Source: an optimization exercise on an open RTL-to-GDS flow (aim: small area, a short achievable clock period and few clock cycles). Production flows keep margins and buffers that such runs may drop.
The RTL was checked by simulation tests, not by an equivalence proof against the original design.
No activity file was given, so power comes from the tool's default toggle rates.

Design matmul, start of the top module:
module matmul
#(
    parameter DIM_BITS = 16,
    parameter MEM_AW = 16,
    parameter MEM_DW = 32,
    parameter PREC = 16)
(
    input [MEM_AW-1:0] aBASE,
    input [DIM_BITS-1:0] aCOLS,
    input [DIM_BITS-1:0] aROWS,
    input [DIM_BITS-1:0] aSTRIDE,
    input [MEM_AW-1:0] bBASE,
    input [DIM_BITS-1:0] bCOLS,
    input [DIM_BITS-1:0] bSTRIDE,
    input [MEM_AW-1:0] cBASE,
    input [DIM_BITS-1:0] cSTRIDE,
    input clk,
    input go,
    input [MEM_DW-1:0] mem_rdata,
    input rst_n,
    output reg [MEM_AW-1:0] mem_addr,
    output reg mem_req,
    output [MEM_DW-1:0] mem_wdata,
    output reg mem_write,
    output reg ret
);
clock: 10.0 ns
lec_check: 0
abc_clock_period_in_ps: 4000
cap_margin: 20
core_margin: 2
core_utilization: 40
cts_cluster_diameter: 60
cts_cluster_size: 25
place_density: 0.6
slew_margin: 20
standard.sh (not shown) runs the stock make flow with config.mk's settings and CLKGATE_MAP_FILE= SYNTH_SCRIPT=/design/flow/synth_recipe.tcl, a recipe that flattens the netlist after the stock synthesis.
==> flow/flow/run.sh <==
#!/bin/bash
# The standard layout, with two changes to how it is made (the SDC and its
# 10 ns clock are unchanged): port buffers use the small buf_1 cell instead of
# the default delay buffer, and repair_timing aims for a larger setup margin.
set -euo pipefail
bash standard.sh 'BUFFER_PORTS_ARGS=-buffer_cell sky130_fd_sc_hd__buf_1' SETUP_SLACK_MARGIN=6.8 finish > standard_make.log 2>&1
The starting point produced a clean layout.
Testbench counts at the start, summed over its fixed seeds: cycles 52,372.
==> next run, changes <==
==> flow/flow/run.sh (replaced) <==
#!/bin/bash
# The standard layout, with two changes to how it is made (the SDC and its
# 10 ns clock are unchanged): port buffers use the small buf_1 cell instead of
# the default delay buffer, and repair_timing aims for a larger setup margin.
set -euo pipefail
bash standard.sh 'BUFFER_PORTS_ARGS=-buffer_cell sky130_fd_sc_hd__buf_1' SETUP_SLACK_MARGIN=6.6 finish > standard_make.log 2>&1
Settings changed: ABC_CLOCK_PERIOD_IN_PS 4000 to 3000.
Global-route usage goes down by 0.68 points.
Total power goes down by 2.3%.
Via count goes down by about 2%.
Setup slack got worse by 0.0064 ns.
Sequential power is about the same.
Count of clock-buffer cells in the layout goes down by 7.
First-iteration DRC count goes down by 3.1%.
Critical path depth goes up by 12.
Core utilization goes down by 1.1 points.
Final area goes down by 2.3%.
Synthesized cell count stays the same.


matmul again, from the RTL that the note above started with.
clock: 10.0 ns
lec_check: 0
abc_clock_period_in_ps: 3000
cap_margin: 20
core_margin: 2
core_utilization: 40
cts_cluster_diameter: 60
cts_cluster_size: 25
place_density: 0.6
slew_margin: 20
tns_end_percent: 0
==> flow/flow/run.sh <==
#!/bin/bash
# The standard layout, with two changes to how it is made (the SDC and its
# 10 ns clock are unchanged): port buffers use the small buf_1 cell instead of
# the default delay buffer, and repair_timing aims for a larger setup margin.
set -euo pipefail
bash standard.sh 'BUFFER_PORTS_ARGS=-buffer_cell sky130_fd_sc_hd__buf_1' SETUP_SLACK_MARGIN=7 finish > standard_make.log 2>&1
The baseline completed with no timing, DRC or antenna violations.
Testbench counts at the start, summed over its fixed seeds: cycles 52,372.
Then changed:
- CTS_CLUSTER_DIAMETER: 60 -> unset
- CTS_CLUSTER_SIZE: 25 -> unset
- TNS_END_PERCENT: 0 -> unset
Result: The changed run produced a clean layout; power rises by 11%; synthesized area stays the same; final cell count rises by 1.8%; design area is higher by 5.8%; routed wire length went up by 3.0%; worst hold slack hardly moves; utilization grows by 2.7 points.
Then changed:
--- a/flow/flow/run.sh
+++ b/flow/flow/run.sh
@@ -5,2 +5,2 @@
 set -euo pipefail
-bash standard.sh 'BUFFER_PORTS_ARGS=-buffer_cell sky130_fd_sc_hd__buf_1' SETUP_SLACK_MARGIN=7 finish > standard_make.log 2>&1
+bash standard.sh 'BUFFER_PORTS_ARGS=-buffer_cell sky130_fd_sc_hd__buf_1' SETUP_SLACK_MARGIN=6.8 finish > standard_make.log 2>&1
- CTS_BUF_LIST: unset -> sky130_fd_sc_hd__clkbuf_8
- CTS_CLUSTER_DIAMETER: unset -> 60
- CTS_CLUSTER_SIZE: unset -> 25
The changed run finished clean.
Power decreases by roughly a tenth.
Cell area came out lower by a few percent.
Worst setup slack degrades by 0.13 ns.
Register-to-register slack gets worse by 0.03 ns.
Die area stays the same.
Critical path depth is lower by 10.
Worst hold slack is better by 0.012 ns.
Wire length fell slightly.
Global-route usage came out lower by 0.24 points.
Combinational power fell by a little under a tenth.
Then changed:
- CTS_BUF_LIST: sky130_fd_sc_hd__clkbuf_8 -> unset
Outcome: The new run finished with timing, DRC and antenna clean. Routed wire length goes down slightly. Critical path depth is unchanged. Synthesized area does not change. First-iteration DRC count goes down by a few percent. Clock skew is about the same. Sequential power stays flat. Final area goes down slightly. Utilization goes down by 0.16 points. Maximum frequency goes up by a few percent. Final cell count goes down slightly. Sequential share of layout area barely changes.
Then changed:
- PLACE_DENSITY: 0.6 -> 0.7
What happened: The new run ran to the end with no violations; global-route usage goes down by 1.3 points; design area goes down by 1.9%; utilization goes down by 0.90 points; routed wire length goes down by 5.8%; sequential power hardly moves; maximum frequency goes up by 1.0%; via count goes down by 1.6%; worst setup slack gains 0.032 ns; flip-flop and latch count stays the same.


## wip/maple
Starting RTL as in the previous note.
Settings: LEC_CHECK=0, ABC_CLOCK_PERIOD_IN_PS=3000, CAP_MARGIN=20, CORE_MARGIN=2, CORE_UTILIZATION=40, CTS_BUF_LIST=sky130_fd_sc_hd__clkbuf_4 sky130_fd_sc_hd__clkbuf_8 sky130_fd_sc_hd__clkbuf_16, CTS_CLUSTER_DIAMETER=60, CTS_CLUSTER_SIZE=25, PLACE_DENSITY=0.6, SLEW_MARGIN=20; clock period 10.0 ns.
==> flow/flow/run.sh <==
#!/bin/bash
# The standard layout, with two changes to how it is made (the SDC and its
# 10 ns clock are unchanged): port buffers use the small buf_1 cell instead of
# the default delay buffer, and repair_timing aims for a larger setup margin.
set -euo pipefail
bash standard.sh 'BUFFER_PORTS_ARGS=-buffer_cell sky130_fd_sc_hd__buf_1' SETUP_SLACK_MARGIN=6.8 finish > standard_make.log 2>&1
wip/maple has completed all stages; timing, DRC and antenna checks passed.
Testbench counts of wip/maple, summed over its fixed seeds: cycles 52,372.
Relative to wip/maple, the following input files were edited for wip/harbor:
- a change of CTS_CLUSTER_DIAMETER from 60 to 70
- a deleted CTS_BUF_LIST that had been sky130_fd_sc_hd__clkbuf_4 sky130_fd_sc_hd__clkbuf_8 sky130_fd_sc_hd__clkbuf_16
- a change of CTS_CLUSTER_SIZE from 25 to 35
### Flow results
- wip/harbor has completed all stages; timing, DRC and antenna checks passed.
- Summary — routed length on met1, wip/harbor relative to wip/maple: lower, by about 1.5%.
- wip/harbor -> wip/maple: utilization of the core after routing flat
- In the metrics for wip/maple and wip/harbor, the one carrying the lower first-iteration DRC count is wip/harbor.
- Delta (wip/harbor minus wip/maple): data required time of the worst path went up; number of cells on the worst reg-to-reg path moved up; number of cells on the critical path saw an increase.
- [compare] base=wip/maple new=wip/harbor: worst path buffer plus inverter count higher; worst setup slack went down 0.026 ns; total power fell by about 2.5%; average wire length per cell after detail routing went up by 0.46%.
- Between wip/harbor and wip/maple, it is wip/harbor whose final hold slack is lower, by 0.0046 ns.
### wip/harbor -> wip/delta
- changing CTS_CLUSTER_SIZE from 35 to 25
- changing CTS_CLUSTER_DIAMETER from 70 to 60
--- a/flow/flow/run.sh
+++ b/flow/flow/run.sh
@@ -4,3 +4,3 @@
 # the default delay buffer, and repair_timing aims for a larger setup margin.
 set -euo pipefail
-bash standard.sh 'BUFFER_PORTS_ARGS=-buffer_cell sky130_fd_sc_hd__buf_1' SETUP_SLACK_MARGIN=6.8 finish > standard_make.log 2>&1
+bash standard.sh 'BUFFER_PORTS_ARGS=-buffer_cell sky130_fd_sc_hd__buf_1' SETUP_SLACK_MARGIN=7 finish > standard_make.log 2>&1
[summary]
- From wip/harbor to wip/delta the numbers moved as follows: number of CTS-inserted buffers grew by 20%, met3 global-route usage up 0.20 points, peak per-stage delay on the critical path saw little to no change.
- wip/delta reached the final stage; the timing, DRC and antenna checks on its layout passed.
- wip/harbor has lower worst slack on hold paths than wip/delta.
- From wip/harbor to wip/delta the numbers moved as follows: number of buffers outside the clock class in the layout climbed 39, internal power climbed 8.3%, proportion of power drawn by flip-flops and latches dropped 2.0 points.
- Comparing wip/delta with wip/harbor, the post-placement cell count came out essentially unchanged.
- wip/delta vs. wip/harbor: actual transition at the worst max-transition pin went down 0.050 ns, cell area has increased.

## port drivers added, routing unchanged
No port has a modelled driver above. Below, the same layouts with a new extraction and two added sets of constraints.
Step 1: set_driving_cell puts a clkbuf_16 on clk and a buf_2 on each other input, an assumption about the parent block.
Step 2 adds t to the input delays and takes it off the output delays; t is the mean of the earliest and latest rising clock arrival at the registers after step 1. Input paths then give back, and output paths get back, about the clock's delay inside the block.
Slacks: no drivers / after step 1 / after step 2; pairs: no drivers / after step 1.
| run | t, ns | setup WS [ns] | cell pins on the clock port's net |
|---|---|---|---|
| the first run of note 1 | 0.676 | 6.735 / 6.676 / 6.492 | 1 |
| the second run of note 1 | 0.666 | 6.729 / 6.729 / 6.458 | 1 |
| the first run of note 2 | 0.679 | 6.661 / 6.661 / 6.452 | 1 |
| the second run of note 2 | 0.692 | 6.766 / 6.724 / 6.505 | 1 |
| the third run of note 2 | 0.752 | 6.640 / 6.587 / 6.480 | 1 |
| the fourth run of note 2 | 0.676 | 6.735 / 6.676 / 6.492 | 1 |
| the fifth run of note 2 | 0.645 | 6.767 / 6.767 / 6.480 | 1 |
| wip/maple | 0.675 | 6.737 / 6.678 / 6.494 | 1 |
| wip/harbor | 0.653 | 6.711 / 6.704 / 6.466 | 1 |
| wip/delta | 0.676 | 6.764 / 6.751 / 6.451 | 1 |
After both steps setup and hold are still met in every run listed. For wip/delta, which loses most, drivers alone change the setup slack by -0.013 ns; drivers and shift together by -0.313 ns.
